Source: an optimization exercise on an open RTL-to-GDS flow (aim: small area and a short achievable clock period). Production flows keep margins and buffers that such runs may drop. RTL that was checked went through simulation tests only; none was proved equivalent to the original. Power is estimated from default activity; no workload was simulated.

== main ==
// fir
module  fir(
	input clk,
	input rst_n,
	input enable,
	input [2:0] tap,		 
	input [15:0] data_in,
	output [17:0] data_out,
	output complete
);
==> module fir, before the edit <==
module  fir(
	input clk,
	input rst_n,
	input enable,
	input [2:0] tap,		 
	input [15:0] data_in,
	output [17:0] data_out,
	output complete
);
reg [15:0] d1, d2;		 
reg v1, v2, v3, done;		 
reg [5:2] ld;			 
reg [15:0] h1, h2;		 
reg h2c;			 
reg [15:0] h3, h4, h5;		 
reg [17:0] s3, c3;		 
reg [17:0] result;
always @(posedge clk) begin
	d1 <= data_in;
	d2 <= d1;
end
always @(posedge clk or negedge rst_n) begin
	if (!rst_n) begin
		v1 <= 1'b0;
		v2 <= 1'b0;
		v3 <= 1'b0;
		done <= 1'b0;
		ld <= 4'b0;
	end else begin
		v1 <= enable;
		v2 <= v1;
		v3 <= v2;
		done <= v3;
		ld[2] <= v1 & (tap > 3'd2);
		ld[3] <= v1 & (tap > 3'd3);
		ld[4] <= v1 & (tap > 3'd4);
		ld[5] <= v1 & (tap > 3'd5);
	end
end
wire [8:0] h1x3_lo = {1'b0, h1[7:0]} + {h1[6:0], 1'b0};
wire h1c = h1x3_lo[8];
wire [7:0] t0 = h2[7:0] + {h2[6:0], 1'b0};
wire [7:0] t1 = h2[15:8] + h2[14:7] + h2c;
wire [15:0] h2x3 = {t1, t0};
always @(posedge clk or negedge rst_n) begin
	if (!rst_n) begin
		h1 <= 0;
		h2 <= 0;
		h2c <= 0;
		h3 <= 0;
		h4 <= 0;
		h5 <= 0;
	end else begin
		if (v2) h1 <= d2;
		if (ld[2]) begin
			h2 <= h1;
			h2c <= h1c;
		end
		if (ld[3]) h3 <= h2x3;
		if (ld[4]) h4 <= h3;
		if (ld[5]) h5 <= h4;
	end
end
wire [17:0] o0 = {2'b0, d2};
wire [17:0] o1 = {2'b0, h1[14:0], 1'b0};
wire [17:0] o2 = {2'b0, h2[14:0], 1'b0};
wire [17:0] o3 = {2'b0, h3};
wire [17:0] o4 = {2'b0, h4};
wire [17:0] o5 = {2'b0, h5};
wire [17:0] a_s = o0 ^ o1 ^ o2;
wire [17:0] a_c = ((o0 & o1) | (o0 & o2) | (o1 & o2)) << 1;
wire [17:0] b_s = o3 ^ o4 ^ o5;
wire [17:0] b_c = ((o3 & o4) | (o3 & o5) | (o4 & o5)) << 1;
wire [17:0] e_s = a_s ^ a_c ^ b_s;
wire [17:0] e_c = ((a_s & a_c) | (a_s & b_s) | (a_c & b_s)) << 1;
wire [17:0] f_s = e_s ^ e_c ^ b_c;
wire [17:0] f_c = ((e_s & e_c) | (e_s & b_c) | (e_c & b_c)) << 1;
always @(posedge clk) begin
	s3 <= f_s;
	c3 <= f_c;
end
always @(posedge clk or negedge rst_n) begin
	if (!rst_n)
		result <= 0;
	else if (v3)
		result <= s3 + c3;
end
assign data_out = result;
assign complete = done;
endmodule
clock: 4.0 ns
lec_check: 0
cap_margin: 20
core_margin: 2
core_utilization: 40
cts_buf_list: sky130_fd_sc_hd__clkbuf_8
setup_slack_margin: 1.9
slew_margin: 20
run.sh (not shown) runs the stock make flow with config.mk's settings and CLKGATE_MAP_FILE= SYNTH_SCRIPT=/design/flow/synth_recipe.tcl, a recipe that flattens the netlist after the stock synthesis.
Relative to main, the following input files were edited for the feature branch:
-- flow/design.v --
<<< main, line 12
reg [5:2] ld;			 
reg [15:0] h1, h2;		 
reg h2c;			 
reg [15:0] h3, h4, h5;		 
reg [17:0] s3, c3;		 
>>> the feature branch, line 12
reg [5:2] ld;			 
reg [15:0] h1, h2;		 
reg [2:0] h2c;			 
reg [15:0] h3, h4, h5;		 
reg [17:0] s3, c3;		 
<<< main, line 38
	end
end
wire [8:0] h1x3_lo = {1'b0, h1[7:0]} + {h1[6:0], 1'b0};
wire h1c = h1x3_lo[8];
wire [7:0] t0 = h2[7:0] + {h2[6:0], 1'b0};
wire [7:0] t1 = h2[15:8] + h2[14:7] + h2c;
wire [15:0] h2x3 = {t1, t0};
always @(posedge clk or negedge rst_n) begin
	if (!rst_n) begin
>>> the feature branch, line 38
	end
end
wire [12:0] h1x3_lo = {1'b0, h1[11:0]} + {h1[10:0], 1'b0};
wire [4:0] h1x3_c4 = {1'b0, h1[3:0]} + {h1[2:0], 1'b0};
wire [8:0] h1x3_c8 = {1'b0, h1[7:0]} + {h1[6:0], 1'b0};
wire [2:0] h1c = {h1x3_lo[12], h1x3_c8[8], h1x3_c4[4]};
wire [3:0] t0 = h2[3:0] + {h2[2:0], 1'b0};
wire [3:0] t1 = h2[7:4] + h2[6:3] + h2c[0];
wire [3:0] t2 = h2[11:8] + h2[10:7] + h2c[1];
wire [3:0] t3 = h2[15:12] + h2[14:11] + h2c[2];
wire [15:0] h2x3 = {t3, t2, t1, t0};
always @(posedge clk or negedge rst_n) begin
	if (!rst_n) begin
==> comparison <==
- Measured against each other, the feature branch and main differ in simple-gate share of the synthesized area, the higher figure coming from main.
- Looking at weighted congestion at the end of routability-driven global placement across the feature branch and main, the one that comes out higher is main.
- Any difference in peak fanout along the critical path between the feature branch and main is small enough to ignore.
- Looking at share of total power in the clock network, the feature branch sits 0.2 points lower than main does.
- Of the feature branch and main, the feature branch shows the lower area growth from synthesis to layout, with main above it.
- main completed end to end with timing, DRC and antenna clean.
- The feature branch: all stages complete, timing, DRC and antenna checks passed
- Area taken by multi-input logic gates of the feature branch falls short of that of main by a few percent.
- Summary of the feature branch over main: setup slack lower, total length of routed wires lower, area of the die higher.
No functional check of the RTL was part of main.

---

trial 27:
fir, a different RTL version from the one above (not shown whole).
For scale: roughly 560 cells after synthesis, roughly 41 I/O pins, about 0.0077 mm^2 of cells after synthesis.
==> module fir, before the edit <==
module  fir(
	input clk,
	input rst_n,
	input enable,
	input [2:0] tap,		 
	input [15:0] data_in,
	output [17:0] data_out,
	output complete
);
reg [15:0] d1, d2;		 
reg v1, v2, v3, done;		 
reg [15:0] h1, h2;		 
reg [15:0] h3, h4, h5;		 
reg [17:0] s3, c3;		 
reg [17:0] result;
always @(posedge clk) begin
	d1 <= data_in;
	d2 <= d1;
end
always @(posedge clk or negedge rst_n) begin
	if (!rst_n) begin
		v1 <= 1'b0;
		v2 <= 1'b0;
		v3 <= 1'b0;
		done <= 1'b0;
	end else begin
		v1 <= enable;
		v2 <= v1;
		v3 <= v2;
		done <= v3;
	end
end
wire [15:0] h2x3 = h2 + {h2[14:0], 1'b0};	 
always @(posedge clk or negedge rst_n) begin
	if (!rst_n) begin
		h1 <= 0;
		h2 <= 0;
		h3 <= 0;
		h4 <= 0;
		h5 <= 0;
	end else if (v2) begin
		h1 <= d2;
		if (tap > 3'd2) h2 <= h1;
		if (tap > 3'd3) h3 <= h2x3;
		if (tap > 3'd4) h4 <= h3;
		if (tap > 3'd5) h5 <= h4;
	end
end
wire [17:0] o0 = {2'b0, d2};
wire [17:0] o1 = {2'b0, h1[14:0], 1'b0};
wire [17:0] o2 = {2'b0, h2[14:0], 1'b0};
wire [17:0] o3 = {2'b0, h3};
wire [17:0] o4 = {2'b0, h4};
wire [17:0] o5 = {2'b0, h5};
wire [17:0] a_s = o0 ^ o1 ^ o2;
wire [17:0] a_c = ((o0 & o1) | (o0 & o2) | (o1 & o2)) << 1;
wire [17:0] b_s = o3 ^ o4 ^ o5;
wire [17:0] b_c = ((o3 & o4) | (o3 & o5) | (o4 & o5)) << 1;
wire [17:0] e_s = a_s ^ a_c ^ b_s;
wire [17:0] e_c = ((a_s & a_c) | (a_s & b_s) | (a_c & b_s)) << 1;
wire [17:0] f_s = e_s ^ e_c ^ b_c;
wire [17:0] f_c = ((e_s & e_c) | (e_s & b_c) | (e_c & b_c)) << 1;
always @(posedge clk) begin
	s3 <= f_s;
	c3 <= f_c;
end
always @(posedge clk or negedge rst_n) begin
	if (!rst_n)
		result <= 0;
	else if (v3)
		result <= s3 + c3;
end
assign data_out = result;
assign complete = done;
endmodule
make LEC_CHECK=0 CAP_MARGIN=20 CORE_MARGIN=2 CORE_UTILIZATION=40 SLEW_MARGIN=20 finish   # period 4.0 ns
In summary, trial 27 completed successfully, with a layout that passed the timing, DRC and antenna checks.
[inputs] build 17 vs trial 27
==> flow/design.v <==
module  fir(
	input clk,
	input rst_n,
	input enable,
	input [2:0] tap,		 
	input [15:0] data_in,
	output [17:0] data_out,
	output complete
);
reg [15:0] d1, d2, d3;		 
reg v1, v2, v3, done;		 
reg [17:0] z1, z2, z3;		 
reg [16:0] z4;
reg [15:0] z5;
reg [17:0] result;
always @(posedge clk) begin
	d1 <= data_in;
	d2 <= d1;
	d3 <= d2;
end
always @(posedge clk or negedge rst_n) begin
	if (!rst_n) begin
		v1 <= 1'b0;
		v2 <= 1'b0;
		v3 <= 1'b0;
		done <= 1'b0;
	end else begin
		v1 <= enable;
		v2 <= v1;
		v3 <= v2;
		done <= v3;
	end
end
wire [15:0] x2 = {d3[14:0], 1'b0};	 
wire [15:0] x3 = d3 + x2;		 
always @(posedge clk or negedge rst_n) begin
	if (!rst_n) begin
		z1 <= 0;
		z2 <= 0;
		z3 <= 0;
		z4 <= 0;
		z5 <= 0;
		result <= 0;
	end else if (v3) begin
		result <= d3 + z1;
		z1 <= x2 + z2;
		if (tap > 3'd2) z2 <= x2 + z3;
		if (tap > 3'd3) z3 <= x3 + z4;
		if (tap > 3'd4) z4 <= x3 + z5;
		if (tap > 3'd5) z5 <= x3;
	end
end
assign data_out = result;
assign complete = done;
endmodule
### Flow results
Number of signal-net buffers in the layout (higher): build 17
In build 17, the met1 track demand over resource in global routing came out 2.1 points below the value in trial 27.
In build 17 the core utilization of the finished layout turned out 1.5 points lower than in trial 27.
The final sequential cell count in build 17 sits about 6% below the value recorded for trial 27.
Number of clock buffers in the layout sits higher in build 17 than in trial 27.
Taking build 17 over trial 27, the detailed-route via count ratio works out to 1.5.
Comparing trial 27 and build 17, the higher setup slack was measured on trial 27.
Function was not checked in any run of this note: the RTL went through the layout flow alone.

-- afterwards: timing with drivers on the ports --
The results above use ideal ports. As a check the final layouts listed here were re-extracted and re-timed, cells and wires unchanged. Step 1 sets driving cells, clkbuf_16 on the clock port and buf_2 on the other inputs (assumed; they add their load-dependent delay and slew). Step 2, shift: input delay + t, output delay - t, t = (earliest + latest rising clock arrival at the registers) / 2. This alone moves slack from input paths to output paths. a / b / c = ideal / step 1 / step 2; a / b = the first two.
run | shift t [ns] | slack for setup (ns) | clock arrival spread, ns
main | 0.493 | 1.922 / 1.922 / 1.922 | 0.012 / 0.012
the feature branch | 0.508 | 1.914 / 1.914 / 1.914 | 0.009 / 0.009
trial 27 | 0.466 | 1.511 / 1.511 / 1.258 | 0.008 / 0.009
build 17 | 0.470 | 0.250 / 0.250 / 0.250 | 0.013 / 0.014
After both steps every run listed still meets setup and hold. For trial 27, which loses most, drivers alone change the setup slack by 0.000 ns; drivers and shift together by -0.253 ns.
